This design comes from an exercise in tuning for small area, a short achievable clock period and few clock cycles on the open sky130 flow, not from production work.
The RTL was checked by simulation tests, not by an equivalence proof against the original design.

// Viterbi
module Viterbi(
		input wire clock,
		input wire reset,
		input wire enable,
		input wire [1:0] Vinput,
		output reg outputValid,
		output reg Voutput
    );
	parameter N = 96;
	localparam NC = N - 7;        
	localparam [63:0] LAB = {2'd3,2'd2,2'd0,2'd1,2'd0,2'd1,2'd3,2'd2,
	                         2'd3,2'd2,2'd0,2'd1,2'd0,2'd1,2'd3,2'd2,
	                         2'd1,2'd0,2'd2,2'd3,2'd2,2'd3,2'd1,2'd0,
	                         2'd1,2'd0,2'd2,2'd3,2'd2,2'd3,2'd1,2'd0};  
	reg rst_q, en_q;
	reg [1:0] vin_q;
	always @(posedge clock)
	begin
		rst_q <= reset;
		en_q <= enable;
		vin_q <= Vinput;
	end
	reg [7:0] cnt;                
	reg [5*64-1:0] sm;            
	reg [5:0] min;
	localparam CW = 49;
	reg [CW*NC-1:0] surv;
	wire step = en_q & (cnt < N);
	wire pv = vin_q[1] ^ vin_q[0];
	wire full = (cnt >= 6);       
	integer i, j, k;
	reg [1:0] bmL [0:3];
	reg [4:0] D, Do;
	reg [1:0] x, y;
	reg s0, s1;
	reg [63:0] sel;
	reg [4:0] best [0:63];
	reg [4:0] base0, base1;
	always @*
	begin
		for(i = 0; i < 4; i = i + 1)
			bmL[i] = (i[1] ^ vin_q[1]) + (i[0] ^ vin_q[0]);
		for(j = 0; j < 32; j = j + 1)
		begin
			x = bmL[LAB[2*j +: 2]];
			y = 2'd2 - x;
			D = sm[(j+32)*5 +: 5] - sm[j*5 +: 5];
			Do = D ^ 5'b10000;
			case(x)
				2'd0: begin s0 = (Do <= 5'd14); s1 = (Do <= 5'd18); end
				2'd1: begin s0 = (Do <= 5'd16); s1 = s0; end
				default: begin s0 = (Do <= 5'd18); s1 = (Do <= 5'd14); end
			endcase
			s0 = s0 & full;
			s1 = s1 & full;
			sel[2*j] = s0;
			sel[2*j+1] = s1;
			base0 = s0 ? sm[(j+32)*5 +: 5] : sm[j*5 +: 5];
			base1 = s1 ? sm[(j+32)*5 +: 5] : sm[j*5 +: 5];
			best[2*j] = base0 + (s0 ? y : x);
			best[2*j+1] = base1 + (s1 ? x : y);
		end
	end
	reg [CW-1:0] newcol;
	reg dmq;
	always @*
	begin
		for(i = 0; i < 16; i = i + 1)
  ...
For scale: ~16000 cells after synthesis, ~4700 flip-flops, ~7 I/O pins, roughly 210000 um^2 of cells after synthesis.
==> flow/config.mk <==
export PLATFORM = sky130hd
export DESIGN_NAME = Viterbi
export DESIGN_NICKNAME = Viterbi
export VERILOG_FILES = /design/flow/design.v
export SDC_FILE = /design/flow/constraint.sdc
export NUM_CORES = 4
export LEC_CHECK = 0
export CAP_MARGIN = 20
export CORE_MARGIN = 2
export CORE_UTILIZATION = 60
export CTS_BUF_LIST = sky130_fd_sc_hd__clkbuf_8
export CTS_CLUSTER_DIAMETER = 85
export CTS_CLUSTER_SIZE = 16
export PLACE_DENSITY = 0.7
export SLEW_MARGIN = 20
==> flow/constraint.sdc <==
create_clock -name core_clock -period 500.0 [get_ports {clock}]
set_input_delay 100.0000 -clock core_clock [delete_from_list [all_inputs] [get_ports {clock}]]
set_output_delay 100.0000 -clock core_clock [all_outputs]
set_load 0.01 [all_outputs]
standard.sh (not shown) runs the stock make flow with config.mk's settings and CLKGATE_MAP_FILE= SYNTH_SCRIPT=/design/flow/synth_recipe.tcl, a recipe that flattens the netlist after the stock synthesis.
==> flow/flow/run.sh <==
#!/bin/bash
# Own layout flow: the standard ORFS flow (standard.sh) with these changes:
#  * the ABC script that maps the combinational logic in synthesis is an
#    area-oriented one (flow/abc_area_map.script: structural choices + amap);
#    registers, their names and cell types come out of synthesis unchanged;
#  * clock tree synthesis clusters up to 16 sinks within 85 um per leaf
#    buffer, uses a clkbuf_16 at the root and inserts no dummy load cells;
#  * the port buffers are buf_2 cells (by default a delay buffer is picked).
# Each make/tool step writes its own log under orfs/logs; make's output goes
# to flow_make.log.
set -euo pipefail
work=$(pwd)
rm -rf "$work/orfs_scripts"
cp -r "$FLOW_HOME/scripts" "$work/orfs_scripts"
cp "$work/flow/abc_area_map.script" "$work/orfs_scripts/abc_speed.script"
export CTS_ARGS="-sink_clustering_enable -repair_clock_nets -sink_clustering_size 16 -sink_clustering_max_diameter 85 -buf_list sky130_fd_sc_hd__clkbuf_8 -root_buf sky130_fd_sc_hd__clkbuf_16 -dont_use_dummy_load"
export BUFFER_PORTS_ARGS="-buffer_cell sky130_fd_sc_hd__buf_2"
bash "$work/standard.sh" SCRIPTS_DIR="$work/orfs_scripts" finish > "$work/flow_make.log" 2>&1
==> flow/flow/abc_area_map.script <==
strash
dch -f
amap
strash
dch -f
amap
strash
dch -f
amap
topo
stime -c
buffer -c
dnsize -c
Testbench counts at the start, summed over its fixed seeds: cycles 24,832.
Then changed:
--- a/flow/flow/run.sh
+++ b/flow/flow/run.sh
@@ -6 +6 @@
-#  * clock tree synthesis clusters up to 16 sinks within 85 um per leaf
+#  * clock tree synthesis clusters up to 16 sinks within 70 um per leaf
@@ -16 +16 @@
-export CTS_ARGS="-sink_clustering_enable -repair_clock_nets -sink_clustering_size 16 -sink_clustering_max_diameter 85 -buf_list sky130_fd_sc_hd__clkbuf_8 -root_buf sky130_fd_sc_hd__clkbuf_16 -dont_use_dummy_load"
+export CTS_ARGS="-sink_clustering_enable -repair_clock_nets -sink_clustering_size 16 -sink_clustering_max_diameter 70 -buf_list sky130_fd_sc_hd__clkbuf_8 -root_buf sky130_fd_sc_hd__clkbuf_16 -dont_use_dummy_load"
Settings changed: CORE_UTILIZATION 60 to 68, CTS_CLUSTER_DIAMETER 85 to 70, PLACE_DENSITY 0.7 to 0.78.
Sequential cell count is unchanged; final area barely changes; utilization came out higher by 8.3 points; first-iteration DRC count is higher by 35%; clock-buffer cell count is higher by 8; critical path depth does not change; worst setup slack gets worse by 0.055 ns; synthesized area does not change; wire length grows by 4.8%.
Then changed:
Settings changed: CORE_UTILIZATION 68 to 75, PLACE_DENSITY 0.78 to 0.85.
What happened: The changed run died in global routing (5_1_grt) with GRT-0232; synthesized area is unchanged; synthesized cell count is unchanged.
Then changed:
Settings changed: CORE_UTILIZATION 75 to 60, CTS_CLUSTER_DIAMETER 70 to 45, CTS_CLUSTER_SIZE 16 to 18, PLACE_DENSITY 0.85 to 0.7.
The new run finished clean.
Synthesized area stays the same.
Synthesized cell count stays the same.
Then changed:
--- a/flow/flow/run.sh
+++ b/flow/flow/run.sh
@@ -2 +2 @@
-# Own layout flow: the standard ORFS flow (standard.sh) with these changes:
+# Own layout flow: the standard ORFS flow (standard.sh) with three changes:
@@ -6,2 +6 @@
-#  * clock tree synthesis clusters up to 16 sinks within 70 um per leaf
-#    buffer, uses a clkbuf_16 at the root and inserts no dummy load cells;
+#  * clock tree synthesis inserts no dummy load cells;
@@ -16 +15 @@
-export CTS_ARGS="-sink_clustering_enable -repair_clock_nets -sink_clustering_size 16 -sink_clustering_max_diameter 70 -buf_list sky130_fd_sc_hd__clkbuf_8 -root_buf sky130_fd_sc_hd__clkbuf_16 -dont_use_dummy_load"
+export CTS_ARGS="-sink_clustering_enable -repair_clock_nets -sink_clustering_size 18 -sink_clustering_max_diameter 45 -buf_list sky130_fd_sc_hd__clkbuf_8 -dont_use_dummy_load"
Outcome: Synthesized area is unchanged. Hold slack degrades by 0.010 ns. Utilization is higher by 0.39 points. Via count came out higher by 0.31%. Die area is unchanged. Setup slack loses 0.14 ns. Global-route usage is about the same. Flip-flop and latch count does not change.

[separate check: timing with driven ports]
No port has a modelled driver above. Below, the same layouts with a new extraction and two added sets of constraints. Step 1 (the two cells are an assumption about what drives the block):
set clk [get_ports {clock}]
set_driving_cell -lib_cell sky130_fd_sc_hd__clkbuf_16 $clk
set_driving_cell -lib_cell sky130_fd_sc_hd__buf_2 [delete_from_list [all_inputs] $clk]
Step 2 also shifts input and output timing later by t, the mid clock arrival at the registers, as if the neighbouring blocks saw the same clock. a / b / c = no drivers / after step 1 / after step 2; a / b = the first two.
run	t, ns	setup WS [ns]	worst setup path after step 2
the first run	1.093	398.554 / 398.445 / 399.538	register to output
the second run	1.077	398.499 / 398.383 / 399.460	register to output
the fourth run	1.107	398.544 / 398.436 / 399.543	register to output
the fifth run	1.234	398.402 / 398.296 / 399.529	register to output
After both steps every run listed still meets setup and hold.
